This is an optimization exercise on Yosys and OpenROAD, whose aim is small area, a short achievable clock period and few clock cycles, not a production implementation. The RTL was checked by simulation tests, not by an equivalence proof against the original design. Power is estimated from default activity; no workload was simulated.

===== flow/design.v =====
`timescale 1ns / 1ps
module ALU(
    input  [31:0] a,
    input  [31:0] b,
    input         sub,        
    input  [1:0]  lop,        
    input         lui,
    input  [4:0]  shamt,
    input         sh_left,
    input         sh_arith,
    input         sh_rot,     
    input  [31:0] shin,       
    output [31:0] shres,
    input  [31:0] link,
    input  [31:0] hilo,
    input  [6:0]  sel,
    output [31:0] sum,
    output [31:0] result
    );
wire [31:0] bx = b ^ {32{sub}};
wire [32:0] s;
radd #(32) add(.a(a), .b(bx), .ci(sub), .s(s[31:0]), .co(s[32]));
assign sum = s[31:0];
wire lt_s = (a[31] ^ b[31]) ? a[31] : s[31];
wire lt_u = ~s[32];
reg [31:0] lg;
always @(*) begin
  case (lop)
    2'd0: lg = a & b;
    2'd1: lg = a | b;
    2'd2: lg = a ^ b;
    default: lg = lui ? b : ~(a | b);
  endcase
end
wire [31:0] sin = sh_rot ? shin : b;
wire [4:0]  ra = sh_left ? (5'd0 - shamt) : shamt;
wire [31:0] r0 = ra[0] ? {sin[0],     sin[31:1]}  : sin;
wire [31:0] r1 = ra[1] ? {r0[1:0],    r0[31:2]}   : r0;
wire [31:0] r2 = ra[2] ? {r1[3:0],    r1[31:4]}   : r1;
wire [31:0] r3 = ra[3] ? {r2[7:0],    r2[31:8]}   : r2;
wire [31:0] r4 = ra[4] ? {r3[15:0],   r3[31:16]}  : r3;
wire [31:0] keep = sh_rot ? 32'hffffffff :
                   sh_left ? (32'hffffffff << shamt) : (32'hffffffff >> shamt);
wire        fill = sh_arith & b[31] & ~sh_left;
assign shres = (r4 & keep) | (~keep & {32{fill}});
assign result = ({32{sel[0]}} & s[31:0])
              | {31'b0, (sel[1] & lt_s) | (sel[2] & lt_u)}
              | ({32{sel[3]}} & lg)
              | ({32{sel[4]}} & shres)
              | ({32{sel[5]}} & link)
              | ({32{sel[6]}} & hilo);
endmodule
module radd #(parameter W = 32) (
    input  [W-1:0] a,
    input  [W-1:0] b,
    input          ci,
    output [W-1:0] s,
    output         co
    );
wire [W:0] c;
assign c[0] = ci;
genvar i;
generate
  for (i = 0; i < W; i = i + 1) begin : bit_
    assign s[i]   = a[i] ^ b[i] ^ c[i];
    assign c[i+1] = (a[i] & b[i]) | (c[i] & (a[i] ^ b[i]));
  end
endgenerate
assign co = c[W];
endmodule
module rinc #(parameter W = 30) (
    input  [W-1:0] a,
    input          ci,
    output [W-1:0] s
    );
wire [W:0] c;
assign c[0] = ci;
genvar i;
generate
  for (i = 0; i < W; i = i + 1) begin : bit_
    assign s[i]   = a[i] ^ c[i];
    assign c[i+1] = a[i] & c[i];
  end
endgenerate
endmodule
module cadd #(parameter W = 33, parameter K = 16) (
    input  [W-1:0] a,
    input  [W-1:0] b,
    input          ci,
    output [W-1:0] s,
    output         co
    );
wire         cl;
wire [K-1:0] sl;
radd #(K) lo_(.a(a[K-1:0]), .b(b[K-1:0]), .ci(ci), .s(sl), .co(cl));
wire [W-K-1:0] s0, s1;
wire           c0, c1;
radd #(W-K) h0_(.a(a[W-1:K]), .b(b[W-1:K]), .ci(1'b0), .s(s0), .co(c0));
radd #(W-K) h1_(.a(a[W-1:K]), .b(b[W-1:K]), .ci(1'b1), .s(s1), .co(c1));
assign s  = {cl ? s1 : s0, sl};
assign co = cl ? c1 : c0;
endmodule
`timescale 1ns / 1ps
module GRF(input clk, input reset, input WE, input [4:0] A1, input [4:0] A2, input [4:0] A3,
    input [31:0] WD, output [31:0] RD1, output [31:0] RD2);
reg [31:0] grf [1:31];
reg [31:1] valid;
wire [31:0] vld = {valid, 1'b0};
always @(posedge clk) begin
  if (reset) valid <= 31'b0;
  else if (WE && A3 != 5'd0) valid[A3] <= 1'b1;
end
always @(posedge clk) if (WE && A3 != 5'd0) grf[A3] <= WD;
wire [31:0] oh1 = 32'b1 << A1;
wire [31:0] oh2 = 32'b1 << A2;
wire [31:1] s1 = vld[31:1] & oh1[31:1];
wire [31:1] s2 = vld[31:1] & oh2[31:1];
genvar b, k;
generate for (b = 0; b < 32; b = b + 1) begin : bit_
  wire [31:1] col;
  for (k = 1; k < 32; k = k + 1) begin : r_
    assign col[k] = grf[k][b];
  end
  rsel p1(.s(s1), .d(col), .y(RD1[b]));
  rsel p2(.s(s2), .d(col), .y(RD2[b]));
end endgenerate
endmodule
module rsel(input [31:1] s, input [31:1] d, output y);
assign y = |(s & d);
endmodule
`timescale 1ns / 1ps
module HLU(
  input clk,
  input reset,
  input start,
  input isdiv,
  input uns,
  input wr_hi,
  input wr_lo,
  input [31:0] a,
  input [31:0] b,
  output [31:0] aa,         
  output [4:0]  rot,        
  input  [31:0] rr,         
  input  rdlo,              
  output [31:0] hl,         
  output busy
);
localparam IDLE = 2'd0, MUL = 2'd1, DSTEP = 2'd3;
reg [1:0]  st;
reg [5:0]  cnt;
reg [31:0] hi, lo;
reg [32:0] m;         
reg        hx;        
reg        bq;        
reg        sg;        
reg        hn, ln;    
assign busy = st != IDLE;
function [5:0] nbits(input [31:0] x);
  integer k;
  begin
    nbits = 6'd0;
    for (k = 0; k < 32; k = k + 1)
      if (x[k]) nbits = k + 1;
  end
endfunction
function [31:0] negc(input [31:0] x, input n);
  integer k;
  reg seen;
  begin
    seen = 1'b0;
    for (k = 0; k < 32; k = k + 1) begin
      negc[k] = x[k] ^ (n & seen);
      seen = seen | x[k];
    end
  end
endfunction
assign hl = rdlo ? negc(lo, ln) : negc(hi, hn);
wire        lastm = cnt[1:0] == 2'd1;
wire [35:0] acc [0:4];
wire [7:0]  mlow;
wire [8:0]  bx9 = {lo[7:0], bq};
assign acc[0] = {hx, hx, hx, hx, hi};
genvar j;
generate
  for (j = 0; j < 4; j = j + 1) begin : row_
    wire x0 = bx9[2*j];
    wire x1 = bx9[2*j+1];
    wire x2 = bx9[2*j+2];
    wire one = x1 ^ x0;
    wire two = (x2 & ~x1 & ~x0) | (~x2 & x1 & x0);
    wire [35:0] mm = {{3{m[32]}}, m};
    wire [35:0] pp;
    bsel bs[35:0] (.one(one), .two(two), .neg(x2), .m1(mm), .m2({mm[34:0], 1'b0}), .p(pp));
    wire [35:0] sm;
    wire        co;
    radd #(36) r(.a(acc[j]), .b(pp), .ci(x2), .s(sm), .co(co));
    assign mlow[2*j+1:2*j] = sm[1:0];
    assign acc[j+1] = {sm[35], sm[35], sm[35:2]};
  end
endgenerate
wire        fix = ~sg & lastm & lo[7];
wire [32:0] mf;
wire        mfc;
radd #(33) rfix(.a(acc[4][32:0]), .b({33{fix}} & m), .ci(1'b0), .s(mf), .co(mfc));
wire dv = start & isdiv;
wire sa = ~uns & dv & a[31];
wire sb = ~uns & b[31];
assign aa = negc(a, sa);
wire [31:0] bx = b ^ {32{sb}};
wire [6:0]  nqm = {1'b0, nbits(aa)} - {1'b0, nbits(bx)} + 7'd1;    
wire        qzero = nqm[6] | (nqm == 7'd0);
wire        dsteps = dv & ~qzero;
wire [5:0]  n2 = nqm[5] ? 6'd32 : nqm[5:0] + {5'b0, nqm[0]};
assign rot = dsteps ? n2[4:0] : 5'd0;
wire [31:0] lowm = ~(32'hffffffff << (6'd32 - {1'b0, n2[4:0]}));   
wire [31:0] lowmask = dsteps ? (n2[5] ? 32'b0 : lowm) :
                      (dv | wr_hi) ? 32'hffffffff : 32'b0;
wire [32:0] dn = m[32] ? m : ~m;
wire [32:0] rs1 = {hi, lo[31]};
wire [32:0] df1;
wire        ge1;
cadd #(33, 16) dsub1(.a(rs1), .b(dn), .ci(~m[32]), .s(df1), .co(ge1));
wire [31:0] r1 = ge1 ? df1[31:0] : rs1[31:0];
wire [32:0] rs2 = {r1, lo[30]};
wire [32:0] df2;
wire        ge2;
cadd #(33, 16) dsub2(.a(rs2), .b(dn), .ci(~m[32]), .s(df2), .co(ge2));
wire [31:0] rn = ge2 ? df2[31:0] : rs2[31:0];
wire [31:0] qn = {lo[29:0], ge1, ge2};
wire        lastd = cnt == 6'd1;
always @(posedge clk) begin
  if (reset) begin
    st <= IDLE;
    hi <= 32'b0;
    lo <= 32'b0;
    hn <= 1'b0;
    ln <= 1'b0;
  end else begin
    case (st)
      IDLE: begin
        if (start | wr_hi) begin hi <= rr & lowmask; hn <= sa; end
        if (start | wr_lo) begin lo <= rr & ~lowmask; ln <= dv & (sa ^ sb); end
        if (start) begin
          m   <= {sb, b};
          sg  <= ~uns;
          hx  <= 1'b0;
          bq  <= 1'b0;
          cnt <= isdiv ? {1'b0, n2[5:1]} : 6'd4;
          st  <= ~isdiv ? MUL : dsteps ? DSTEP : IDLE;
        end
      end
      MUL: begin
        {hx, hi} <= mf;
        lo <= {mlow, lo[31:8]};
        bq <= lo[7];
        cnt <= cnt - 6'd1;
        if (lastm) st <= IDLE;
      end
      default: begin
        hi  <= rn;
        lo  <= qn;
        cnt <= cnt - 6'd1;
        if (lastd) st <= IDLE;
      end
    endcase
  end
end
endmodule
module bsel(input one, input two, input neg, input m1, input m2, output p);
assign p = ((one & m1) | (two & m2)) ^ neg;
endmodule
`timescale 1ns / 1ps
module mips(
    input clk,
    input reset,
    input [31:0] i_inst_rdata,
    input [31:0] m_data_rdata,
    output [31:0] i_inst_addr,
    output [31:0] m_data_addr,
    output [31:0] m_data_wdata,
    output [3 :0] m_data_byteen,
    output [31:0] m_inst_addr,
    output w_grf_we,
    output [4:0] w_grf_addr,
    output [31:0] w_grf_wdata,
    output [31:0] w_inst_addr
    );
reg [31:2] pcF;
reg [31:0] ir;
reg [31:2] pcX;
reg        vX;
reg [31:0] mRes;
reg [31:0] mAddr;     
reg [31:0] mSd;
reg [3:0]  mBe;
reg [31:2] pcM;
reg [4:0]  mDst;
reg        mWr;
reg        mLd;
reg        mLb;       
reg        mLh;       
reg        mLs;       
reg [31:0] wData;
reg [4:0]  wDst;
reg        wWe;
reg [31:2] pcW;
reg [31:0] rfData;
reg [4:0]  rfDst;
reg        rfWe;
assign i_inst_addr   = {pcF, 2'b00};
assign m_data_addr   = mAddr;
assign m_data_wdata  = mSd;
assign m_data_byteen = mBe;
assign m_inst_addr   = {pcM, 2'b00};
assign w_grf_we      = wWe;
assign w_grf_addr    = wDst;
assign w_grf_wdata   = wData;
assign w_inst_addr   = {pcW, 2'b00};
wire [5:0] op = ir[31:26];
wire [5:0] fn = ir[5:0];
wire [4:0] rs = ir[25:21];
wire [4:0] rt = ir[20:16];
wire [4:0] rd = ir[15:11];
wire [15:0] imm = ir[15:0];
wire rtype  = op == 6'b000000;
wire r_alu  = rtype & (fn[5:3] == 3'b100);                   
wire r_slt  = rtype & (fn[5:1] == 5'b10101);                 
wire r_sh   = rtype & (fn[5:3] == 3'b000);                   
wire r_jr   = rtype & (fn[5:1] == 5'b00100);                 
wire r_jalr = r_jr & fn[0];
wire r_mf   = rtype & (fn[5:3] == 3'b010) & ~fn[0];          
wire r_mt   = rtype & (fn[5:3] == 3'b010) & fn[0];           
wire r_md   = rtype & (fn[5:2] == 4'b0110);                  
wire i_alu  = op[5:3] == 3'b001;                             
wire i_j    = op[5:1] == 5'b00001;                           
wire i_jal  = i_j & op[0];
wire i_br2  = op[5:1] == 5'b00010;                           
wire i_br1  = (op[5:1] == 5'b00011) | (op == 6'b000001);     
wire i_ld   = (op[5:3] == 3'b100);
wire i_st   = (op[5:3] == 3'b101);
wire use_rs = ~i_j;
wire use_rt = rtype | i_br2 | i_st;
wire wr_rd  = r_alu | r_slt | r_sh | r_jalr | r_mf;
wire wr_rt  = i_alu | i_ld;
wire [4:0] dst = i_jal ? 5'd31 : wr_rd ? rd : rt;
wire writes = (wr_rd | wr_rt | i_jal) & (dst != 5'd0);
wire [31:0] rf1, rf2;
wire fm1 = mWr & (mDst == rs);
wire fm2 = mWr & (mDst == rt);
wire fw1 = rfWe & (rfDst == rs);
wire fw2 = rfWe & (rfDst == rt);
wire [31:0] rsv = fm1 ? mRes : fw1 ? rfData : rf1;
wire [31:0] rtv = fm2 ? mRes : fw2 ? rfData : rf2;
wire md_busy;
wire stall = vX & ((mLd & ((use_rs & fm1) | (use_rt & fm2)))
                 | ((r_md | r_mf | r_mt) & md_busy));
wire go = vX & ~stall;
wire zext = op[5:2] == 4'b0011 & ~(op[1] & op[0]);           
wire [31:0] immx = {{16{imm[15] & ~zext}}, imm};
wire lui = i_alu & (op[2:0] == 3'b111);
wire [31:0] bop = rtype ? rtv : lui ? {imm, 16'b0} : immx;
wire sub = (r_alu & fn[1]) | r_slt | (i_alu & (op[2:1] == 2'b01));
wire [1:0] lop = rtype ? fn[1:0] : op[1:0];
wire sel_as  = r_alu & ~fn[2] | i_alu & (op[2:1] == 2'b00) | i_ld | i_st;
wire sel_slt = (r_slt & ~fn[0]) | (i_alu & (op[2:0] == 3'b010));
wire sel_sltu= (r_slt &  fn[0]) | (i_alu & (op[2:0] == 3'b011));
wire sel_lg  = r_alu & fn[2] | i_alu & op[2];
wire sel_sh  = r_sh;
wire sel_lk  = r_jalr | i_jal;
wire sel_hl  = r_mf;
wire [31:2] link;
rinc #(29) lnk(.a(pcX[31:3]), .ci(1'b1), .s(link[31:3]));
assign link[2] = pcX[2];
wire [31:0] hl;
wire [31:0] sum, result, shres;
wire [31:0] d_aa;
wire [4:0]  d_rot;
ALU alu(
  .a(rsv),
  .b(bop),
  .sub(sub),
  .lop(lop),
  .lui(lui),
  .shamt((r_md | r_mt) ? d_rot : fn[2] ? rsv[4:0] : ir[10:6]),
  .sh_left(~fn[1]),
  .sh_arith(fn[0]),
  .sh_rot(r_md | r_mt),
  .shin(d_aa),
  .shres(shres),
  .link({link, 2'b00}),
  .hilo(hl),
  .sel({sel_hl, sel_lk, sel_sh, sel_lg, sel_sltu, sel_slt, sel_as}),
  .sum(sum),
  .result(result)
);
wire eq = rsv == rtv;
wire rs_z = rsv == 32'b0;
reg  br_c;
always @(*) begin
  case (op[2:0])
    3'b100: br_c = eq;
    3'b101: br_c = ~eq;
    3'b110: br_c = rsv[31] | rs_z;
    3'b111: br_c = ~rsv[31] & ~rs_z;
    default: br_c = rt[0] ^ rsv[31];        
  endcase
end
wire taken = (i_br2 | i_br1) & br_c;
wire [31:2] br_tgt, pcF1;
wire        br_co;
radd #(30) bta(.a(pcX), .b({{14{imm[15]}}, imm}), .ci(1'b1), .s(br_tgt), .co(br_co));
rinc #(30) pci(.a(pcF), .ci(1'b1), .s(pcF1));
reg [31:2] npc;
always @(*) begin
  if (vX & i_j)        npc = {pcX[31:28], ir[25:0]};
  else if (vX & r_jr)  npc = rsv[31:2];
  else if (vX & taken) npc = br_tgt;
  else                 npc = pcF1;
end
wire [1:0] al = sum[1:0];
wire st_b = ~op[1] & ~op[0];
wire st_h = ~op[1] &  op[0];
wire [31:0] sdata = st_b ? {4{rtv[7:0]}} : st_h ? {2{rtv[15:0]}} : rtv;
wire [3:0] be = st_b ? (4'b0001 << al) : st_h ? (al[1] ? 4'b1100 : 4'b0011) : 4'b1111;
HLU hlu(
  .clk(clk),
  .reset(reset),
  .start(go & r_md),
  .isdiv(fn[1]),
  .uns(fn[0]),
  .wr_hi(go & r_mt & ~fn[1]),
  .wr_lo(go & r_mt & fn[1]),
  .a(rsv),
  .b(rtv),
  .aa(d_aa),
  .rot(d_rot),
  .rr(shres),
  .rdlo(fn[1]),
  .hl(hl),
  .busy(md_busy)
);
always @(posedge clk) begin
  if (reset) begin
    pcF <= 30'h00000c00;
    vX  <= 1'b0;
  end else if (!stall) begin
    pcF <= npc;
    vX  <= 1'b1;
  end
end
always @(posedge clk) begin
  if (!stall) begin
    ir  <= i_inst_rdata;
    pcX <= pcF;
  end
end
always @(posedge clk) begin
  if (reset) begin
    mWr <= 1'b0;
    mLd <= 1'b0;
    mBe <= 4'b0;
  end else begin
    mWr <= go & writes;
    mLd <= go & i_ld;
    mBe <= (go & i_st) ? be : 4'b0;
  end
end
always @(posedge clk) begin
  if (go & (i_ld | i_st)) mAddr <= sum;
end
always @(posedge clk) begin
  mRes <= result;
  mSd  <= sdata;
  pcM  <= pcX;
  mDst <= dst;
  mLb  <= ~op[0] & ~op[1];
  mLh  <= op[0] & ~op[1];
  mLs  <= ~op[2];
end
wire [1:0] la = mRes[1:0];
wire [15:0] half = la[1] ? m_data_rdata[31:16] : m_data_rdata[15:0];
wire [7:0]  bytev = la[0] ? half[15:8] : half[7:0];
wire [31:0] ldv = mLb ? {{24{mLs & bytev[7]}}, bytev} :
                  mLh ? {{16{mLs & half[15]}}, half} :
                  m_data_rdata;
wire [31:0] wd = mLd ? ldv : mRes;
always @(posedge clk) begin
  if (reset) wWe <= 1'b0;
  else       wWe <= mWr;
end
always @(posedge clk) begin
  if (mWr) begin
    wData <= wd;
    wDst  <= mDst;
    pcW   <= pcM;
  end
end
always @(posedge clk) begin
  rfWe   <= mWr;
  rfData <= wd;
  rfDst  <= mDst;
end
GRF grf(
  .clk(clk),
  .reset(reset),
  .WE(rfWe),
  .A1(rs),
  .A2(rt),
  .A3(rfDst),
  .WD(rfData),
  .RD1(rf1),
  .RD2(rf2)
);
endmodule

===== flow/flow/run.sh =====
#!/bin/bash
# The standard layout (the standard.sh: ORFS with the standard flow's synthesis script and
# steps) with two changes:
#  - Yosys's abc maps the logic for area (flow/abc_area.script: strash, dch, amap,
#    then downsizing) in place of ORFS's delay-driven abc_speed.script. The
#    registers come from dfflibmap before abc and are the standard ones.
#  - the port buffers that global placement inserts are buf_2 cells instead of
#    the default delay-buffer cell.
# ORFS's scripts are copied here with only abc_speed.script replaced. make's full
# output goes to standard.log here; ORFS keeps each step's log under orfs/logs.
set -euo pipefail
here=$(pwd)
rm -rf "$here/scripts"
cp -r "$FLOW_HOME/scripts" "$here/scripts"
cp "$here/flow/abc_area.script" "$here/scripts/abc_speed.script"
export SCRIPTS_DIR="$here/scripts"
export BUFFER_PORTS_ARGS="-buffer_cell sky130_fd_sc_hd__buf_2"
bash standard.sh > standard.log 2>&1

===== flow/flow/abc_area.script =====
strash
dch
amap
topo
stime -c
dnsize -c

===== flow/standard.sh =====
#!/bin/bash
# synth_recipe.tcl (not shown) runs the flow's synth.tcl, then flattens the netlist and writes it again
# the make line also repeats each setting of config.mk as NAME=value (left out here)
make -C /OpenROAD-flow-scripts/flow DESIGN_CONFIG=/design/flow/config.mk WORK_HOME=/design/flow/orfs CLKGATE_MAP_FILE= SYNTH_SCRIPT=/design/flow/synth_recipe.tcl "${@:-finish}"

===== flow/config.mk =====
export PLATFORM = sky130hd
export DESIGN_NAME = mips
export DESIGN_NICKNAME = mips
export VERILOG_FILES = /design/flow/design.v
export SDC_FILE = /design/flow/constraint.sdc
export NUM_CORES = 4
export LEC_CHECK = 0
export CAP_MARGIN = 20
export CORE_MARGIN = 2
export CORE_UTILIZATION = 50
export SLEW_MARGIN = 20

===== flow/constraint.sdc =====
create_clock -name core_clock -period 110.0 [get_ports {clk}]
set_input_delay 22.0000 -clock core_clock [delete_from_list [all_inputs] [get_ports {clk}]]
set_output_delay 22.0000 -clock core_clock [all_outputs]
set_load 0.01 [all_outputs]

==> flow_summary.json, run 1 <==
{
  "rsz0062_at_grt": "false",
  "synth.distinct_cells": 55,
  "largest_register_ff_count": 992,
  "final_max_slew_viol_count": 0,
  "ant_nets": 0,
  "finalSetupTns_ns": 0,
  "yosys.area.top_type": "edfxtp_1",
  "dr.pass1.iters": 9,
  "avgSynthCellArea_um2": 10.0,
  "finalSetupViolCount": 0,
  "routedWlPerCell_um": 35.7,
  "worst_clock_skew_ns": 0.0704,
  "relSlewSlack_pct": 6.25,
  "portBuffers": 261,
  "synth_top_flop_cell": "edfxtp_1",
  "hpwl_um": 276000,
  "critPathMaxFanout": 52,
  "reg2reg_depth": 88,
  "boundaryPins": 268,
  "antenna_found_initial": 41,
  "drt-vias-per-instance": 7.01,
  "worst_setup_path_end_kind": "register",
  "die_height_um": 410,
  "cp.arrival_ns": 29.12,
  "cts.path.max_buffers": 3,
  "worstReg2RegStart": "hlu.m[32]",
  "cts_sinks": 1472,
  "clk_latency_ns": 0.87,
  "min_delay_worst_endpoint": "pcW[6]",
  "initial_core_util_pct": 50.5,
  "cts_tree": "done",
  "ys_warn_count": 4,
  "hold_path.startpoint": "pcM[6]",
  "min_path_cells": 0,
  "powerDensity_nw_per_um2": 13.6,
  "fmax_ghz": 0.0352,
  "dieWidth_um": 410,
  "gp_congestion": 1.06,
  "cts_buffers": 157,
  "grt_max_degree": 72,
  "timing.rr.end": "hlu.hi[26]",
  "vias": 79200,
  "slowest_delay_ns": 0.59,
  "regArea_um2": 41400,
  "nFillCells": 14100,
  "synth_cells": 8207,
  "finalHoldViolCount": 0,
  "clkTransAtPathRegs_ns": 0.06,
  "drtIter0Drc": 15500,
  "drc": 0,
  "finalPower_mw": 1.29,
  "synth-seq-cells": 1472,
  "path_class": "register to register",
  "core_area_um2": 163000,
  "overflow": 0,
  "ir_drop_mv": 0.0181,
  "cts_hold_buffers": 0,
  "multi_input_area_um2": 35700,
  "cp_slowest_cell": "clkinv_1",
  "synth_area_leaders": "edfxtp_1, clkinv_1, fa_1",
  "layout.nets": 9490,
  "rows": 148,
  "final_cells": 11300,
  "ys_async_sr_fraction_pct": 0,
  "syn2layout_area_growth_pct": 15.6,
  "synth_top_area_share_pct": 43.6,
  "grt_pass1_vias": 72800,
  "synth_seq_area_share_pct": 50.4,
  "power_leakage_nw": 33.8,
  "synth_enable_flop_cells": 1195,
  "largestRegisters": "grf.grf (992), hlu.m (33)",
  "status": "no timing/DRC/antenna violations",
  "placedCellCount": 11000,
  "drive_gt1_share_pct": 11.3,
  "cts_setup_buffers": 0,
  "min_path_type": "register to register",
  "htreeDepth": 4,
  "grt_first_pass_wirelength_um": 554000,
  "worst-path-buf-inv": 17,
  "synth_area_um2": 82200,
  "required_ns": 110.70,
  "crit_family": "adder cells",
  "worst_slew_pin_slew_ns": 1.41,
  "fin_util_pct": 58.3,
  "cap_violations": 0,
  "cts_root_buf": "clkbuf_16",
  "cpMostUsedCell": "fa_1",
  "rrSetupSlack_ns": 81.58,
  "fp.dieArea_um2": 168000,
  "grtUsageTotal_pct": 47.0,
  "cts-resized-gates": 0,
  "min_period_over_period_pct": 25.8,
  "routed_wl_um": 403000,
  "top_register": "grf.grf",
  "finalCriticalPeriod_ns": 28.42,
  "cp-start-kind": "register"
}
## how the worst max path moves through the flow
stage                          from         end  slack, ns  cells past startpoint
after floorplan           hlu.m[32]  hlu.hi[10]      80.40                     84
after global placement    hlu.m[32]  hlu.hi[14]      81.36                     87
after detailed placement  hlu.m[32]   hlu.hi[2]      81.33                     87
after CTS                 hlu.m[32]   hlu.hi[2]      81.29                     87
after global routing      hlu.m[32]  hlu.hi[20]      80.49                     88
final                     hlu.m[32]  hlu.hi[26]      81.58                     88
## cells in the final DEF, fill, tap and decap left out, types with 30 or more instances in the layout
cell       instances
or2_0             43
or3_1             50
nor2_1          1228
edfxtp_1        1195
clkinv_2          35
o32ai_1           45
a31oi_1           38
nand4_1           55
a221oi_1          46
nand2_1          243
o2111ai_1         30
o221a_1           33
o211a_1           33
or3_2             56
clkbuf_16        164
a22oi_1           61
o221ai_1         152
nor3_1           130
o22ai_1          909
fa_1             288
or4_1             73
nor4_1           149
clkinv_1        1576
ha_1             160
o21ai_0          275
nor2_4            37
a21oi_1          355
clkbuf_1          30
nand3_1           43
dfxtp_1          267
buf_2            261
buf_4            348
o22a_1           273
o211ai_1          41
a211oi_1          62
## where the power goes
part | switching [mW] | internal, mW | total, mW
Sequential | 0.00978 | 0.611 | 0.621
Clock | 0.240 | 0.301 | 0.541
Combinational | 0.0893 | 0.0360 | 0.125
Total | 0.339 | 0.949 | 1.29
## worst register-to-register path: cells and delay by family (launching register included)
family | cells | cell delay [ns]
adder cells (fa/ha/maj) | 59 | 22.66
buffers and inverters | 17 | 3.40
AND/OR/NAND/NOR | 2 | 0.21
flip-flops | 1 | 0.37
AO/OA/AOI/OAI | 10 | 1.72
## metal layers
metal | track usage, % | share of wire (%) | wire [um] | vias to the layer above
met5 | 0.948 | 0.093 | 375 | -
met4 | 23.7 | 6.2 | 24800 | 30
met3 | 21.4 | 18 | 73100 | 1339
met2 | 61.5 | 38 | 155000 | 7313
met1 | 64.8 | 37 | 150000 | 38300
li1 | - | - | - | 32200
## synthesized netlist by cell type, types with 150 or more instances
library cell  number
ha_1             160
o21ai_0          281
nor4_1           150
o22a_1           273
nand2_1          245
o221ai_1         153
fa_1             288
edfxtp_1        1195
nor2_1          1269
o22ai_1          912
a21oi_1          358
clkinv_1        1559
dfxtp_1          277
## final cells by class
cell class / count / area share (%)
Antenna cell: 22 / 0.0579
Clock buffer: 203 / 4.57
Clock inverter: 87 / 0.935
Inverter: 1559 / 6.16
Multi-Input combinational cell: 5172 / 37.6
Sequential cell: 1472 / 43.6
Tap cell: 2175 / 2.86
Timing Repair Buffer: 614 / 4.22
## kinds of logic (layout without fill, tap and decap cells)
group | count (synthesis) | after routing | share of synthesized area [%]
compound gates | 2520 | 2520 | 20.9
simple gates | 2197 | 2197 | 12.0
buf+inv | 1568 | 2463 | 7.19
flops | 1472 | 1472 | 50.4
fa+ha+maj | 448 | 448 | 9.45
other cells | 1 | 28 | 0.00456
xor+xnor | 1 | 1 | 0.0107
## per-stage QoR
step	hold WS [ns]	setup WS (ns)	area, um2
after global placement	0.411	81.36	89700
final	0.434	81.58	95000
after floorplan	0.363	80.40	82200
after detailed placement	0.416	81.33	89700
after CTS	0.437	81.29	94900
after global routing	0.451	80.49	95000
Testbench counts, summed over its fixed seeds: cycles 57,956.
==> run 2, diff against run 1 <==
--- a/flow/design.v
+++ b/flow/design.v
@@ -155,32 +155,43 @@
 reg        bq;        
 reg        sg;        
 reg        hn, ln;    
+reg        hv, lv;    
 assign busy = st != IDLE;
 function [5:0] nbits(input [31:0] x);
-  integer k;
+  reg [15:0] y1;
+  reg [7:0]  y2;
+  reg [3:0]  y3;
+  reg [1:0]  y4;
+  reg b4, b3, b2, b1;
   begin
-    nbits = 6'd0;
-    for (k = 0; k < 32; k = k + 1)
-      if (x[k]) nbits = k + 1;
+    b4 = |x[31:16];  y1 = b4 ? x[31:16] : x[15:0];
+    b3 = |y1[15:8];  y2 = b3 ? y1[15:8] : y1[7:0];
+    b2 = |y2[7:4];   y3 = b2 ? y2[7:4]  : y2[3:0];
+    b1 = |y3[3:2];   y4 = b1 ? y3[3:2]  : y3[1:0];
+    nbits = (x == 32'b0) ? 6'd0 : {1'b0, b4, b3, b2, b1, y4[1]} + 6'd1;
   end
 endfunction
 function [31:0] negc(input [31:0] x, input n);
   integer k;
+  reg [8:0] blk;      
   reg seen;
   begin
-    seen = 1'b0;
+    blk[0] = 1'b0;
+    for (k = 0; k < 8; k = k + 1)
+      blk[k+1] = blk[k] | (|x[4*k +: 4]);
     for (k = 0; k < 32; k = k + 1) begin
+      if (k % 4 == 0) seen = blk[k/4];
       negc[k] = x[k] ^ (n & seen);
       seen = seen | x[k];
     end
   end
 endfunction
-assign hl = rdlo ? negc(lo, ln) : negc(hi, hn);
+assign hl = rdlo ? (negc(lo, ln) & {32{lv}}) : (negc(hi, hn) & {32{hv}});
 wire        lastm = cnt[1:0] == 2'd1;
-wire [35:0] acc [0:4];
-wire [7:0]  mlow;
 wire [8:0]  bx9 = {lo[7:0], bq};
-assign acc[0] = {hx, hx, hx, hx, hi};
+wire [35:0] mm = {{3{m[32]}}, m};
+wire [35:0] pp [0:3];
+wire [3:0]  ng;
 genvar j;
 generate
   for (j = 0; j < 4; j = j + 1) begin : row_
@@ -189,20 +200,28 @@
     wire x2 = bx9[2*j+2];
     wire one = x1 ^ x0;
     wire two = (x2 & ~x1 & ~x0) | (~x2 & x1 & x0);
-    wire [35:0] mm = {{3{m[32]}}, m};
-    wire [35:0] pp;
-    bsel bs[35:0] (.one(one), .two(two), .neg(x2), .m1(mm), .m2({mm[34:0], 1'b0}), .p(pp));
-    wire [35:0] sm;
-    wire        co;
-    radd #(36) r(.a(acc[j]), .b(pp), .ci(x2), .s(sm), .co(co));
-    assign mlow[2*j+1:2*j] = sm[1:0];
-    assign acc[j+1] = {sm[35], sm[35], sm[35:2]};
+    wire [35:0] p;
+    bsel bs[35:0] (.one(one), .two(two), .neg(x2), .m1(mm), .m2({mm[34:0], 1'b0}), .p(p));
+    assign pp[j] = p;
+    assign ng[j] = x2;
   end
 endgenerate
 wire        fix = ~sg & lastm & lo[7];
-wire [32:0] mf;
-wire        mfc;
-radd #(33) rfix(.a(acc[4][32:0]), .b({33{fix}} & m), .ci(1'b0), .s(mf), .co(mfc));
+wire [32:0] fm = {33{fix}} & m;
+wire [41:0] t0 = {{9{hx}}, hx, hi};
+wire [41:0] t1 = {{6{pp[0][35]}}, pp[0]};
+wire [41:0] t2 = {{4{pp[1][35]}}, pp[1], 1'b0, ng[0]};
+wire [41:0] t3 = {{2{pp[2][35]}}, pp[2], 4'b0};
+wire [41:0] t4 = {pp[3], 1'b0, ng[2], 1'b0, ng[1], 2'b0};
+wire [41:0] t5 = {fm[32], fm, 1'b0, ng[3], 6'b0};
+wire [41:0] s1, c1, s2, c2, s3, c3, s4, c4;
+csa #(42) ca(.a(t0), .b(t1), .c(t2), .s(s1), .co(c1));
+csa #(42) cb(.a(t3), .b(t4), .c(t5), .s(s2), .co(c2));
+csa #(42) cc(.a(s1), .b({c1[40:0], 1'b0}), .c(s2), .s(s3), .co(c3));
+csa #(42) cd(.a(s3), .b({c3[40:0], 1'b0}), .c({c2[40:0], 1'b0}), .s(s4), .co(c4));
+wire [41:0] mt;
+wire        mtc;
+cadd #(42, 21) mfin(.a(s4), .b({c4[40:0], 1'b0}), .ci(1'b0), .s(mt), .co(mtc));
 wire dv = start & isdiv;
 wire sa = ~uns & dv & a[31];
 wire sb = ~uns & b[31];
@@ -232,44 +251,60 @@
 always @(posedge clk) begin
   if (reset) begin
     st <= IDLE;
-    hi <= 32'b0;
-    lo <= 32'b0;
-    hn <= 1'b0;
-    ln <= 1'b0;
+    hv <= 1'b0;
+    lv <= 1'b0;
   end else begin
     case (st)
       IDLE: begin
-        if (start | wr_hi) begin hi <= rr & lowmask; hn <= sa; end
-        if (start | wr_lo) begin lo <= rr & ~lowmask; ln <= dv & (sa ^ sb); end
-        if (start) begin
-          m   <= {sb, b};
-          sg  <= ~uns;
-          hx  <= 1'b0;
-          bq  <= 1'b0;
-          cnt <= isdiv ? {1'b0, n2[5:1]} : 6'd4;
-          st  <= ~isdiv ? MUL : dsteps ? DSTEP : IDLE;
-        end
-      end
-      MUL: begin
-        {hx, hi} <= mf;
-        lo <= {mlow, lo[31:8]};
-        bq <= lo[7];
-        cnt <= cnt - 6'd1;
-        if (lastm) st <= IDLE;
-      end
-      default: begin
-        hi  <= rn;
-        lo  <= qn;
-        cnt <= cnt - 6'd1;
-        if (lastd) st <= IDLE;
+        if (start | wr_hi) hv <= 1'b1;
+        if (start | wr_lo) lv <= 1'b1;
+        if (start) st <= ~isdiv ? MUL : dsteps ? DSTEP : IDLE;
       end
+      MUL:     if (lastm) st <= IDLE;
+      default: if (lastd) st <= IDLE;
     endcase
   end
 end
+always @(posedge clk) begin
+  case (st)
+    IDLE: begin
+      if (start | wr_hi) begin hi <= rr & lowmask; hn <= sa; end
+      if (start | wr_lo) begin lo <= rr & ~lowmask; ln <= dv & (sa ^ sb); end
+      if (start) begin
+        m   <= {sb, b};
+        sg  <= ~uns;
+        hx  <= 1'b0;
+        bq  <= 1'b0;
+        cnt <= isdiv ? {1'b0, n2[5:1]} : 6'd4;
+      end
+    end
+    MUL: begin
+      {hx, hi} <= mt[40:8];
+      lo  <= {mt[7:0], lo[31:8]};
+      bq  <= lo[7];
+      cnt <= cnt - 6'd1;
+    end
+    default: begin
+      hi  <= rn;
+      lo  <= qn;
+      cnt <= cnt - 6'd1;
+    end
+  endcase
+end
 endmodule
 module bsel(input one, input two, input neg, input m1, input m2, output p);
 assign p = ((one & m1) | (two & m2)) ^ neg;
 endmodule
+module csa #(parameter W = 42) (
+    input  [W-1:0] a,
+    input  [W-1:0] b,
+    input  [W-1:0] c,
+    output [W-1:0] s,
+    output [W-1:0] co
+    );
+assign s  = a ^ b ^ c;
+assign co = (a & b) | (c & (a ^ b));
+endmodule
 `timescale 1ns / 1ps
 module mips(
     input clk,
@@ -456,18 +491,12 @@
   end
 end
 always @(posedge clk) begin
-  if (reset) begin
-    mWr <= 1'b0;
-    mLd <= 1'b0;
-    mBe <= 4'b0;
-  end else begin
-    mWr <= go & writes;
-    mLd <= go & i_ld;
-    mBe <= (go & i_st) ? be : 4'b0;
-  end
+  mWr <= go & writes;
+  mLd <= go & i_ld;
+  mBe <= (go & i_st) ? be : 4'b0;
 end
 always @(posedge clk) begin
-  if (go & (i_ld | i_st)) mAddr <= sum;
+  mAddr <= sum;
 end
 always @(posedge clk) begin
   mRes <= result;
@@ -478,23 +507,37 @@
   mLh  <= op[0] & ~op[1];
   mLs  <= ~op[2];
 end
-wire [1:0] la = mRes[1:0];
-wire [15:0] half = la[1] ? m_data_rdata[31:16] : m_data_rdata[15:0];
-wire [7:0]  bytev = la[0] ? half[15:8] : half[7:0];
-wire [31:0] ldv = mLb ? {{24{mLs & bytev[7]}}, bytev} :
-                  mLh ? {{16{mLs & half[15]}}, half} :
-                  m_data_rdata;
-wire [31:0] wd = mLd ? ldv : mRes;
+wire [1:0]  la = mRes[1:0];
+wire [31:0] dr = m_data_rdata;
+wire ld_w  = mLd & ~mLb & ~mLh;
+wire ld_h0 = mLd & mLh & ~la[1];
+wire ld_h1 = mLd & mLh &  la[1];
+wire [3:0] ld_b = {4{mLd & mLb}} & (4'b0001 << la);
+wire b0_0 = ld_w | ld_h0 | ld_b[0];
+wire b0_1 = ld_b[1];
+wire b0_2 = ld_h1 | ld_b[2];
+wire b0_3 = ld_b[3];
+wire b1_1 = ld_w | ld_h0;
+wire b1_3 = ld_h1;
+wire sx_b = mLs & mLb;
+wire sx_h = mLs & mLh;
+wire sgn = (sx_b & ld_b[0] & dr[7]) | (sx_h & ld_h0 & dr[15]) | (sx_b & ld_b[1] & dr[15]) |
+           (sx_b & ld_b[2] & dr[23]) | (sx_h & ld_h1 & dr[31]) | (sx_b & ld_b[3] & dr[31]);
+wire nold = ~mLd;
+wire [31:0] wd;
+assign wd[7:0]   = ({8{b0_0}} & dr[7:0]) | ({8{b0_1}} & dr[15:8]) | ({8{b0_2}} & dr[23:16]) |
+                   ({8{b0_3}} & dr[31:24]) | ({8{nold}} & mRes[7:0]);
+assign wd[15:8]  = ({8{b1_1}} & dr[15:8]) | ({8{b1_3}} & dr[31:24]) | {8{sgn & mLb}} |
+                   ({8{nold}} & mRes[15:8]);
+assign wd[31:16] = ({16{ld_w}} & dr[31:16]) | {16{sgn}} | ({16{nold}} & mRes[31:16]);
 always @(posedge clk) begin
   if (reset) wWe <= 1'b0;
   else       wWe <= mWr;
 end
 always @(posedge clk) begin
-  if (mWr) begin
-    wData <= wd;
-    wDst  <= mDst;
-    pcW   <= pcM;
-  end
+  wData <= wd & {32{mWr}};
+  wDst  <= mDst & {5{mWr}};
+  pcW   <= pcM;
 end
 always @(posedge clk) begin
   rfWe   <= mWr;
==> flow/flow/run.sh (replaced) <==
#!/bin/bash
# The standard layout (the standard.sh: ORFS with the standard flow's synthesis script and
# steps) with these changes:
#  - Yosys's abc maps the logic for area (flow/abc_area.script: strash, dch, amap,
#    then downsizing) in place of ORFS's delay-driven abc_speed.script. The
#    registers come from dfflibmap before abc and are the standard ones.
#  - the port buffers that global placement inserts are buf_2 cells instead of
#    the default delay-buffer cell.
#  - clock tree synthesis uses clkbuf_8 buffers and no dummy loads (a balanced
#    tree as before, of smaller buffers).
# ORFS's scripts are copied here with only abc_speed.script replaced. make's full
# output goes to standard.log here; ORFS keeps each step's log under orfs/logs.
set -euo pipefail
here=$(pwd)
rm -rf "$here/scripts"
cp -r "$FLOW_HOME/scripts" "$here/scripts"
cp "$here/flow/abc_area.script" "$here/scripts/abc_speed.script"
export SCRIPTS_DIR="$here/scripts"
export BUFFER_PORTS_ARGS="-buffer_cell sky130_fd_sc_hd__buf_2"
export CTS_ARGS="-sink_clustering_enable -repair_clock_nets -buf_list sky130_fd_sc_hd__clkbuf_8 -dont_use_dummy_load"
bash standard.sh > standard.log 2>&1
--- a/flow/config.mk
+++ b/flow/config.mk
@@ -7,5 +7,6 @@
 export LEC_CHECK = 0
 export CAP_MARGIN = 20
 export CORE_MARGIN = 2
-export CORE_UTILIZATION = 50
+export CORE_UTILIZATION = 40
 export SLEW_MARGIN = 20
+export SYNTH_HIERARCHICAL = 1
==> run 2 against run 1 <==
- combinational power rose by about 40%
- register-to-register slack gained 6.9 ns
- hold slack got worse by 0.11 ns
- utilization decreased by 12 points
- sequential cell count increased by 2
- global-route usage shrank 11 points
- still clean
- critical path type is now register to output pin
==> flow_summary.json, run 2 <==
{
  "crit_chain": "buf_2",
  "timing.rr.end": "hlu.hi[8]",
  "hpwl_um": 260000,
  "finalSetupViolCount": 0,
  "path_class": "register to output pin",
  "grtUsageTotal_pct": 35.6,
  "ir_drop_mv": 0.0106,
  "cap_violations": 0,
  "rrSetupSlack_ns": 88.52,
  "grt_first_pass_wirelength_um": 516000,
  "finalCriticalPeriod_ns": 23.81,
  "largestRegisters": "grf.grf (992), hlu.m (33)",
  "cts-resized-gates": 0,
  "clkTransAtPathRegs_ns": 0.05,
  "hold_ws_ns": 0.327,
  "crit_family": "flip-flops",
  "worstReg2RegStart": "ir[24]",
  "grt_pass1_vias": 67300,
  "vias": 72300,
  "postPlaceCellArea_um2": 88400,
  "cts_tree": "done",
  "drc": 0,
  "cp.arrival_ns": 1.81,
  "drt-vias-per-instance": 6.86,
  "grt_max_degree": 84,
  "min_period_over_period_pct": 21.6,
  "dieWidth_um": 451,
  "nFillCells": 18400,
  "crit_end": "w_grf_wdata[6]",
  "finalSetupTns_ns": 0,
  "min_path_type": "register to register",
  "worst_slew_pin_slew_ns": 1.37,
  "core_area_um2": 199000,
  "dr.pass1.iters": 14,
  "status": "no timing/DRC/antenna violations",
  "layout_common_cells": "edfxtp_1, a22oi_1, clkinv_1",
  "worst_setup_path_end_kind": "output pin",
  "reg2reg_depth": 73,
  "avgSynthCellArea_um2": 11.6,
  "worst_clock_skew_ns": 0.147,
  "boundaryPins": 268,
  "synth_cells": 6921,
  "routed_wl_um": 374000,
  "hold_path.startpoint": "pcM[16]",
  "cts_root_buf": "clkbuf_8",
  "cp_num_cells": 1,
  "relSlewSlack_pct": 7.28,
  "rows": 164,
  "cp-start-kind": "register",
  "largest_register_ff_count": 992,
  "drtIter0Drc": 12700,
  "portBuffers": 261,
  "ant_nets": 0,
  "powerDensity_nw_per_um2": 13.0,
  "power_frac_comb_pct": 14.7,
  "rsz0062_at_grt": "false",
  "top_register": "grf.grf",
  "finalPower_mw": 1.19,
  "critPathLaunch": "wData[6]",
  "antenna_found_initial": 71,
  "clk_latency_ns": 1.04,
  "finalHoldViolCount": 0,
  "cts_hold_buffers": 0,
  "gp_congestion": 1.08,
  "cts_sinks": 1474,
  "worst-path-buf-inv": 1,
  "die_height_um": 451,
  "drive_gt1_share_pct": 13.0,
  "slowest_delay_ns": 0.62,
  "mostFrequentLayoutCell": "edfxtp_1",
  "cts_buffers": 241,
  "power_frac_seq_pct": 52.2,
  "initial_core_util_pct": 40.2,
  "routedWlPerCell_um": 35.5,
  "required_ns": 88.00,
  "synth_area_um2": 80100,
  "intPower_mw": 0.857,
  "fmax_ghz": 0.0420,
  "ys_warn_count": 10,
  "fin_area_um2": 91900,
  "htreeDepth": 4,
  "power.switching_mw": 0.333,
  "power_leakage_nw": 31.8,
  "cts_setup_buffers": 0,
  "fp.dieArea_um2": 204000,
  "syn2layout_area_growth_pct": 14.7,
  "critPathMaxFanout": 2,
  "overflow": 0,
  "layout.nets": 8432,
  "pwr-share-clk_pct": 33.1,
  "netSwitchingFraction_pct": 28.0,
  "final_max_slew_viol_count": 0,
  "cp_slowest_cell": "dfxtp_1",
  "cts.path.max_buffers": 3
}
==> run 2: changes by cell type in the layout (fill, tap and decap cells not counted), sizes merged, moves of 115 or more <==
cell,before,now
nand2,245,366
nor4,150,20
clkinv,1624,645
a222oi,11,126
nand4,55,173
o22a,273,109
nand3,44,184
a22oi,61,930
o22ai,912,296
o21ai,281,414
nor2,1269,564
a21oi,358,114
==> run 2: cell type report <==
cell class | count | area (um2) | share of cell area, %
inverters | 647 | 2430 | 2.65
repair buffers | 634 | 4120 | 4.48
multi-input cells | 4824 | 37400 | 40.7
well taps | 2656 | 3320 | 3.62
diodes | 58 | 145 | 0.158
clock buffers | 241 | 3320 | 3.61
flip-flops and latches | 1474 | 41100 | 44.8
==> run 2: how the worst min path moves through the flow <==
stage / depth (start not counted) / slack [ns] / to
2_1_floorplan: 0 / 0.34 / rfDst[1]
3_3_place_gp: 0 / 0.33 / pcW[19]
3_5_place_dp: 0 / 0.33 / pcW[7]
4_1_cts: 0 / 0.33 / pcW[16]
5_1_grt: 0 / 0.34 / pcW[16]
6_report: 0 / 0.33 / pcW[16]
==> run 2: worst reg2reg max path, delay by kind of cell (launching register included) <==
kind	cells	cell delay (ns)
AND/OR/NAND/NOR	26	7.75
AO/OA/AOI/OAI	21	5.68
buffers and inverters	21	5.44
flip-flops	1	1.15
adder cells (fa/ha/maj)	4	1.14
XOR/XNOR	1	0.17
==> run 2: layer usage <==
metal  wire (um)  vias up  global-route usage, %
li1            -    29600                      -
met1      128000    35300                   43.3
met2      160000     5916                   52.0
met3       50300     1358                   11.6
met4       34800       46                   28.1
met5         429        -                  0.490
==> run 2: through the flow <==
| stage | utilization (%) | cells | worst slack, ns |
|---|---|---|---|
| 5_1_grt | 46.1 | 10500 | 86.22 |
| 2_1_floorplan | - | 6958 | 85.47 |
| 4_1_cts | 46.0 | 10500 | 86.14 |
| 3_5_place_dp | 44.3 | 10200 | 85.40 |
| 6_report | 46.1 | 10500 | 86.19 |
| 3_3_place_gp | 44.3 | 10200 | 85.46 |
==> run 2: power groups by stage <==
stage          combinational (mW)  sequential [mW]  clock (mW)
2_1_floorplan              0.0901            0.636           0
4_1_cts                     0.168            0.621       0.397
5_1_grt                     0.186            0.621       0.420
3_5_place_dp                0.167            0.632           0
6_report                    0.175            0.621       0.394
3_3_place_gp                0.165            0.632           0
Testbench counts of run 2, summed over its fixed seeds: cycles 57,956.
==> run 3, diff against run 2 <==
--- a/flow/design.v
+++ b/flow/design.v
@@ -187,9 +187,11 @@
   end
 endfunction
 assign hl = rdlo ? (negc(lo, ln) & {32{lv}}) : (negc(hi, hn) & {32{hv}});
-wire        lastm = cnt[1:0] == 2'd1;
-wire [8:0]  bx9 = {lo[7:0], bq};
-wire [35:0] mm = {{3{m[32]}}, m};
+wire        mst = start & ~isdiv;
+wire [32:0] mop = mst ? {~uns & b[31], b} : m;
+wire        lastm = ~mst & (cnt[1:0] == 2'd1);
+wire [8:0]  bx9 = mst ? {a[7:0], 1'b0} : {lo[7:0], bq};
+wire [35:0] mm = {{3{mop[32]}}, mop};
 wire [35:0] pp [0:3];
 wire [3:0]  ng;
 genvar j;
@@ -208,7 +210,8 @@
 endgenerate
 wire        fix = ~sg & lastm & lo[7];
 wire [32:0] fm = {33{fix}} & m;
-wire [41:0] t0 = {{9{hx}}, hx, hi};
+wire [32:0] acc0 = {33{~mst}} & {hx, hi};
+wire [41:0] t0 = {{9{acc0[32]}}, acc0};
 wire [41:0] t1 = {{6{pp[0][35]}}, pp[0]};
 wire [41:0] t2 = {{4{pp[1][35]}}, pp[1], 1'b0, ng[0]};
 wire [41:0] t3 = {{2{pp[2][35]}}, pp[2], 4'b0};
@@ -268,14 +271,20 @@
 always @(posedge clk) begin
   case (st)
     IDLE: begin
-      if (start | wr_hi) begin hi <= rr & lowmask; hn <= sa; end
-      if (start | wr_lo) begin lo <= rr & ~lowmask; ln <= dv & (sa ^ sb); end
+      if (mst) begin
+        {hx, hi} <= mt[40:8];
+        lo  <= {mt[7:0], a[31:8]};
+        bq  <= a[7];
+      end else begin
+        if (start | wr_hi) hi <= rr & lowmask;
+        if (start | wr_lo) lo <= rr & ~lowmask;
+      end
+      if (start | wr_hi) hn <= sa;
+      if (start | wr_lo) ln <= dv & (sa ^ sb);
       if (start) begin
         m   <= {sb, b};
         sg  <= ~uns;
-        hx  <= 1'b0;
-        bq  <= 1'b0;
-        cnt <= isdiv ? {1'b0, n2[5:1]} : 6'd4;
+        cnt <= isdiv ? {1'b0, n2[5:1]} : 6'd3;
       end
     end
     MUL: begin
==> run 3 against run 2 <==
- still clean on timing, DRC and antenna
- first-iteration DRC count is 7.7% lower
- power is 1.7% higher
- clock skew is 0.016 ns lower
- combinational power is 12% higher
- utilization is 0.084 points lower
- clock-buffer cell count is 4 lower
- die area is 1.2% higher
- non-clock buffer count is 14 lower
- via count is 1.3% higher
- sequential share of layout area is 0.46 points lower
- cell area is 1.0% higher
- critical path type unchanged
- highest routed layer unchanged
==> flow_summary.json, run 3 <==
{
  "status": "no timing/DRC/antenna violations",
  "rrSetupSlack_ns": 89.91,
  "drt-vias-per-instance": 6.84,
  "portBuffers": 261,
  "top_layer": "met5",
  "grt_pass1_vias": 69400,
  "postPlaceCellArea_um2": 89400,
  "cts-resized-gates": 0,
  "path_class": "register to output pin",
  "cp.arrival_ns": 1.74,
  "dieWidth_um": 454,
  "critPathMaxFanout": 2,
  "cts_tree": "done",
  "finalSetupViolCount": 0,
  "cts_sinks": 1474,
  "antenna_found_initial": 48,
  "cts_buffers": 237,
  "cts_setup_buffers": 0,
  "regArea_um2": 41100,
  "overflow": 0,
  "htreeDepth": 4,
  "finalPower_mw": 1.21,
  "relSlewSlack_pct": 7.28,
  "finalSetupTns_ns": 0,
  "required_ns": 88.00,
  "min_path_type": "register to register",
  "worst_setup_path_end_kind": "output pin",
  "cp_slowest_cell": "dfxtp_1",
  "gp_congestion": 1.07,
  "boundaryPins": 268,
  "synth_area_um2": 81000,
  "min_period_over_period_pct": 21.6,
  "top_register": "grf.grf",
  "largestRegisters": "grf.grf (992), hlu.m (33)",
  "powerDensity_nw_per_um2": 13.0,
  "finalCriticalPeriod_ns": 23.74,
  "wl_met1_um": 134000,
  "rsz0062_at_grt": "false",
  "routed_wl_um": 376000,
  "pre_cts_ws_ns": 85.83,
  "fin_area_um2": 92800,
  "finalHoldViolCount": 0,
  "drtIter0Drc": 11700,
  "worst_slew_pin_slew_ns": 1.37,
  "core_area_um2": 202000,
  "rows": 165,
  "power_leakage_nw": 32.0,
  "clkTransAtPathRegs_ns": 0.06,
  "cts_root_buf": "clkbuf_8",
  "worst_clock_skew_ns": 0.131,
  "clk_latency_ns": 1.04,
  "dr.pass1.iters": 10,
  "grt_first_pass_wirelength_um": 526000,
  "worst-path-buf-inv": 1,
  "layout.nets": 8621,
  "fp.dieArea_um2": 206000,
  "fmax_ghz": 0.0421,
  "syn2layout_area_growth_pct": 14.6,
  "cts_hold_buffers": 0,
  "nFillCells": 18500,
  "largest_register_ff_count": 992,
  "hpwl_um": 262000,
  "crit_chain": "buf_2",
  "multi_input_area_um2": 38600,
  "layout_common_cells": "edfxtp_1, a22oi_1, clkinv_1",
  "mostFrequentLayoutCell": "edfxtp_1",
  "ys_warn_count": 10,
  "grtUsageTotal_pct": 35.7,
  "grt_max_degree": 139,
  "avgSynthCellArea_um2": 11.4,
  "drc": 0,
  "final_max_slew_viol_count": 0,
  "slowest_delay_ns": 0.53,
  "drive_gt1_share_pct": 12.8,
  "ant_nets": 0,
  "cap_violations": 0,
  "vias": 73200,
  "wl_met2_um": 163000,
  "routedWlPerCell_um": 35.1,
  "fin_ws_ns": 86.26,
  "met3_length_um": 46200,
  "die_height_um": 454,
  "initial_core_util_pct": 40.2,
  "crit_family": "flip-flops",
  "hold_ws_ns": 0.302,
  "cp-start-kind": "register",
  "ir_drop_mv": 0.0192,
  "synth_cells": 7128,
  "cts.path.max_buffers": 3
}
[run 3: cell types whose count changed in the layout (fill, tap and decap cells not counted), sizes merged, moves of 16 or more]
| cell | previous run | this run |
|---|---|---|
| nor2 | 564 | 640 |
| o22ai | 296 | 366 |
| a21oi | 114 | 168 |
| diode | 58 | 19 |
| a22oi | 930 | 960 |
| nand2 | 366 | 395 |
| o31ai | 36 | 11 |
| a222oi | 126 | 104 |
| o311ai | 31 | 52 |
| clkinv | 645 | 625 |
| nand3 | 184 | 166 |
| nor3 | 106 | 122 |
[run 3: path summary, 6_finish.rpt]
kind                                 from               to  cells after the start
worst max register to register     ir[23]        hlu.hi[7]                     75
worst max-delay path            wData[24]  w_grf_wdata[24]                      1
worst min register to register    pcM[18]          pcW[18]                      0
worst min-delay path              pcM[18]          pcW[18]                      0
[run 3: cell type report]
type,count,share of cell area [%]
inverters,629,2.55
multi-input cells,5049,41.6
well taps,2672,3.60
clock buffers,237,3.51
diodes,19,0.0512
flip-flops and latches,1474,44.3
repair buffers,620,4.35
[run 3: power by group]
part	internal [mW]	switching (mW)
combinational	0.0572	0.138
sequential	0.614	0.00904
clock	0.187	0.205
total	0.858	0.352
[run 3: routing by layer]
metal  up-vias  track usage [%]
li1      30400                -
met1     36000             44.2
met2      5550             54.0
met3      1159             10.1
met4        30             24.7
met5         -                0
[run 3: metrics by stage]
| step | util [%] | std cells |
|---|---|---|
| floorplan | - | 7165 |
| finish | 46.0 | 10700 |
| CTS | 46.0 | 10700 |
| global route | 46.0 | 10700 |
| detailed placement | 44.3 | 10400 |
| global placement | 44.3 | 10400 |
Testbench counts of run 3, summed over its fixed seeds: cycles 56,579.
==> run 4, diff against run 3 <==
--- a/flow/flow/run.sh
+++ b/flow/flow/run.sh
@@ -6,7 +6,7 @@
 #    registers come from dfflibmap before abc and are the standard ones.
 #  - the port buffers that global placement inserts are buf_2 cells instead of
 #    the default delay-buffer cell.
-#  - clock tree synthesis uses clkbuf_8 buffers and no dummy loads (a balanced
+#  - clock tree synthesis uses clkbuf_4 buffers and no dummy loads (a balanced
 #    tree as before, of smaller buffers).
 # ORFS's scripts are copied here with only abc_speed.script replaced. make's full
 # output goes to standard.log here; ORFS keeps each step's log under orfs/logs.
@@ -17,5 +17,5 @@
 cp "$here/flow/abc_area.script" "$here/scripts/abc_speed.script"
 export SCRIPTS_DIR="$here/scripts"
 export BUFFER_PORTS_ARGS="-buffer_cell sky130_fd_sc_hd__buf_2"
-export CTS_ARGS="-sink_clustering_enable -repair_clock_nets -buf_list sky130_fd_sc_hd__clkbuf_8 -dont_use_dummy_load"
+export CTS_ARGS="-sink_clustering_enable -repair_clock_nets -buf_list sky130_fd_sc_hd__clkbuf_4 -dont_use_dummy_load"
 bash standard.sh > standard.log 2>&1
==> run 4 against run 3 <==
- still clean
- setup slack worse by 0.53 ns
- clock-buffer cell count up 161
- sequential power about the same
- synthesized cell count unchanged
- wire length up 0.18%
- critical path depth unchanged
- clock skew up 0.015 ns
- hold slack better by 0.028 ns
- cell count up 1.6%
==> flow_summary.json, run 4 <==
{
  "top_layer": "met5",
  "wl_met1_um": 133000,
  "crit_chain": "buf_2",
  "drt-vias-per-instance": 6.81,
  "min_delay_worst_endpoint": "pcW[28]",
  "initial_core_util_pct": 40.2,
  "rows": 165,
  "vias": 74000,
  "grt_pass1_vias": 70800,
  "portBuffers": 261,
  "mostFrequentLayoutCell": "edfxtp_1",
  "gp_congestion": 1.07,
  "die_height_um": 454,
  "cap_violations": 0,
  "reg2reg_depth": 75,
  "slowest_delay_ns": 0.60,
  "relSlewSlack_pct": 12.9,
  "path_class": "register to output pin",
  "power_frac_comb_pct": 16.4,
  "nFillCells": 18700,
  "worst-path-buf-inv": 1,
  "layout_common_cells": "edfxtp_1, a22oi_1, clkinv_1",
  "required_ns": 88.00,
  "power_leakage_nw": 32.1,
  "grt_max_degree": 139,
  "min_path_type": "register to register",
  "fp.dieArea_um2": 206000,
  "cts.path.max_buffers": 4,
  "critPathLaunch": "wData[24]",
  "cts_tree": "done",
  "netSwitchingFraction_pct": 30.0,
  "top_register": "grf.grf",
  "cp-start-kind": "register",
  "cts_hold_buffers": 0,
  "hold_path.startpoint": "pcM[28]",
  "routed_wl_um": 377000,
  "layout.nets": 8782,
  "met3_length_um": 47700,
  "boundaryPins": 268,
  "pwr-share-clk_pct": 31.3,
  "ant_nets": 0,
  "clkTransAtPathRegs_ns": 0.07,
  "ys_warn_count": 10,
  "fmax_ghz": 0.0412,
  "min_period_over_period_pct": 22.1,
  "finalHoldViolCount": 0,
  "syn2layout_area_growth_pct": 14.2,
  "critPathMaxFanout": 1,
  "power_frac_seq_pct": 52.3,
  "final_max_slew_viol_count": 0,
  "drc": 0,
  "drtIter0Drc": 11800,
  "routedWlPerCell_um": 34.7,
  "cts_root_buf": "clkbuf_4",
  "postPlaceCellArea_um2": 89400,
  "largestRegisters": "grf.grf (992), hlu.m (33)",
  "fin_util_pct": 45.9,
  "hpwl_um": 262000,
  "antenna_found_initial": 45,
  "largest_register_ff_count": 992,
  "cts_buffers": 398,
  "grtUsageTotal_pct": 35.9,
  "cts_sinks": 1474,
  "grt_first_pass_wirelength_um": 528000,
  "wl_met2_um": 164000,
  "worst_setup_path_end_kind": "output pin",
  "min_path_cells": 0,
  "cp_num_cells": 1,
  "cp_slowest_cell": "dfxtp_1",
  "htreeDepth": 5,
  "avgSynthCellArea_um2": 11.4,
  "timing.rr.end": "hlu.hi[7]",
  "intPower_mw": 0.834,
  "ir_drop_mv": 0.0159,
  "fin_area_um2": 92600,
  "finalSetupViolCount": 0,
  "powerDensity_nw_per_um2": 12.9,
  "worstReg2RegStart": "ir[23]",
  "power.switching_mw": 0.357,
  "finalCriticalPeriod_ns": 24.27,
  "overflow": 0,
  "rsz0062_at_grt": "false",
  "clk_latency_ns": 1.44,
  "core_area_um2": 202000,
  "worst_clock_skew_ns": 0.146,
  "cp.arrival_ns": 2.27,
  "worst_slew_pin_slew_ns": 1.30,
  "drive_gt1_share_pct": 14.5,
  "synth_cells": 7128,
  "crit_family": "flip-flops",
  "dieWidth_um": 454,
  "finalSetupTns_ns": 0,
  "rrSetupSlack_ns": 89.87,
  "dr.pass1.iters": 10,
  "status": "no timing/DRC/antenna violations",
  "cts_setup_buffers": 0,
  "cts-resized-gates": 0,
  "synth_area_um2": 81000
}
-- run 4: through the flow --
step,instances,total power [mW],hold slack [ns],setup WS (ns)
3_5_place_dp,10400,0.817,0.331,85.83
2_1_floorplan,7165,0.734,0.338,83.39
3_3_place_gp,10400,0.816,0.331,85.84
6_report,10900,1.19,0.331,85.73
5_1_grt,10800,1.23,0.338,85.74
4_1_cts,10800,1.19,0.333,85.77
-- run 4: power by group through the flow --
stage,combinational [mW],sequential [mW],clock (mW)
after detailed placement,0.184,0.634,0
after floorplan,0.0989,0.636,0
after global placement,0.182,0.633,0
after global routing,0.208,0.623,0.405
final,0.195,0.623,0.373
after CTS,0.185,0.622,0.379
-- run 4: worst max-delay path by stage --
stage                            endpoint  slack (ns)
after detailed placement          pcF[10]       85.83
final                     w_grf_wdata[24]       85.73
after CTS                 w_grf_wdata[24]       85.77
after floorplan                hlu.hi[31]       83.39
after global placement             pcF[5]       85.84
after global routing      w_grf_wdata[24]       85.74
-- run 4: per-layer routing --
metal	vias up	global-route usage, %
li1	30800	-
met1	36300	43.8
met2	5760	53.8
met3	1165	11.0
met4	24	25.6
met5	-	0.560
-- run 4: cell type report --
class / count / area, um2 / share of cell area [%]
tap: 2672 / 3340 / 3.61
inverter: 629 / 2360 / 2.55
timing repair buffer: 620 / 4030 / 4.35
multi-input combinational: 5049 / 38600 / 41.7
antenna: 25 / 62.6 / 0.0676
clock buffer: 398 / 2990 / 3.23
sequential: 1474 / 41100 / 44.4

## what the ideal ports hide
No port has a modelled driver above. Below, the same layouts with a new extraction and two added sets of constraints. Step 1 assumes that a clkbuf_16 drives the clock port and a buf_2 every other input. Step 2, shift: input delay + t, output delay - t, t = (earliest + latest rising clock arrival at the registers) / 2. This alone moves slack from input paths to output paths. Three values: no drivers, after step 1, after step 2; two values: the first two.
run | t, ns | setup slack, ns | latest minus earliest clock arrival (ns)
run 1 | 0.921 | 81.584 / 81.584 / 81.584 | 0.072 / 0.073
run 2 | 1.050 | 86.194 / 86.109 / 85.262 | 0.158 / 0.158
run 3 | 1.056 | 86.258 / 86.176 / 85.669 | 0.130 / 0.131
run 4 | 1.446 | 85.725 / 85.646 / 85.723 | 0.145 / 0.146
After both steps every run listed still meets setup and hold. For run 2, which loses most, drivers alone change the setup slack by -0.085 ns; drivers and shift together by -0.932 ns.
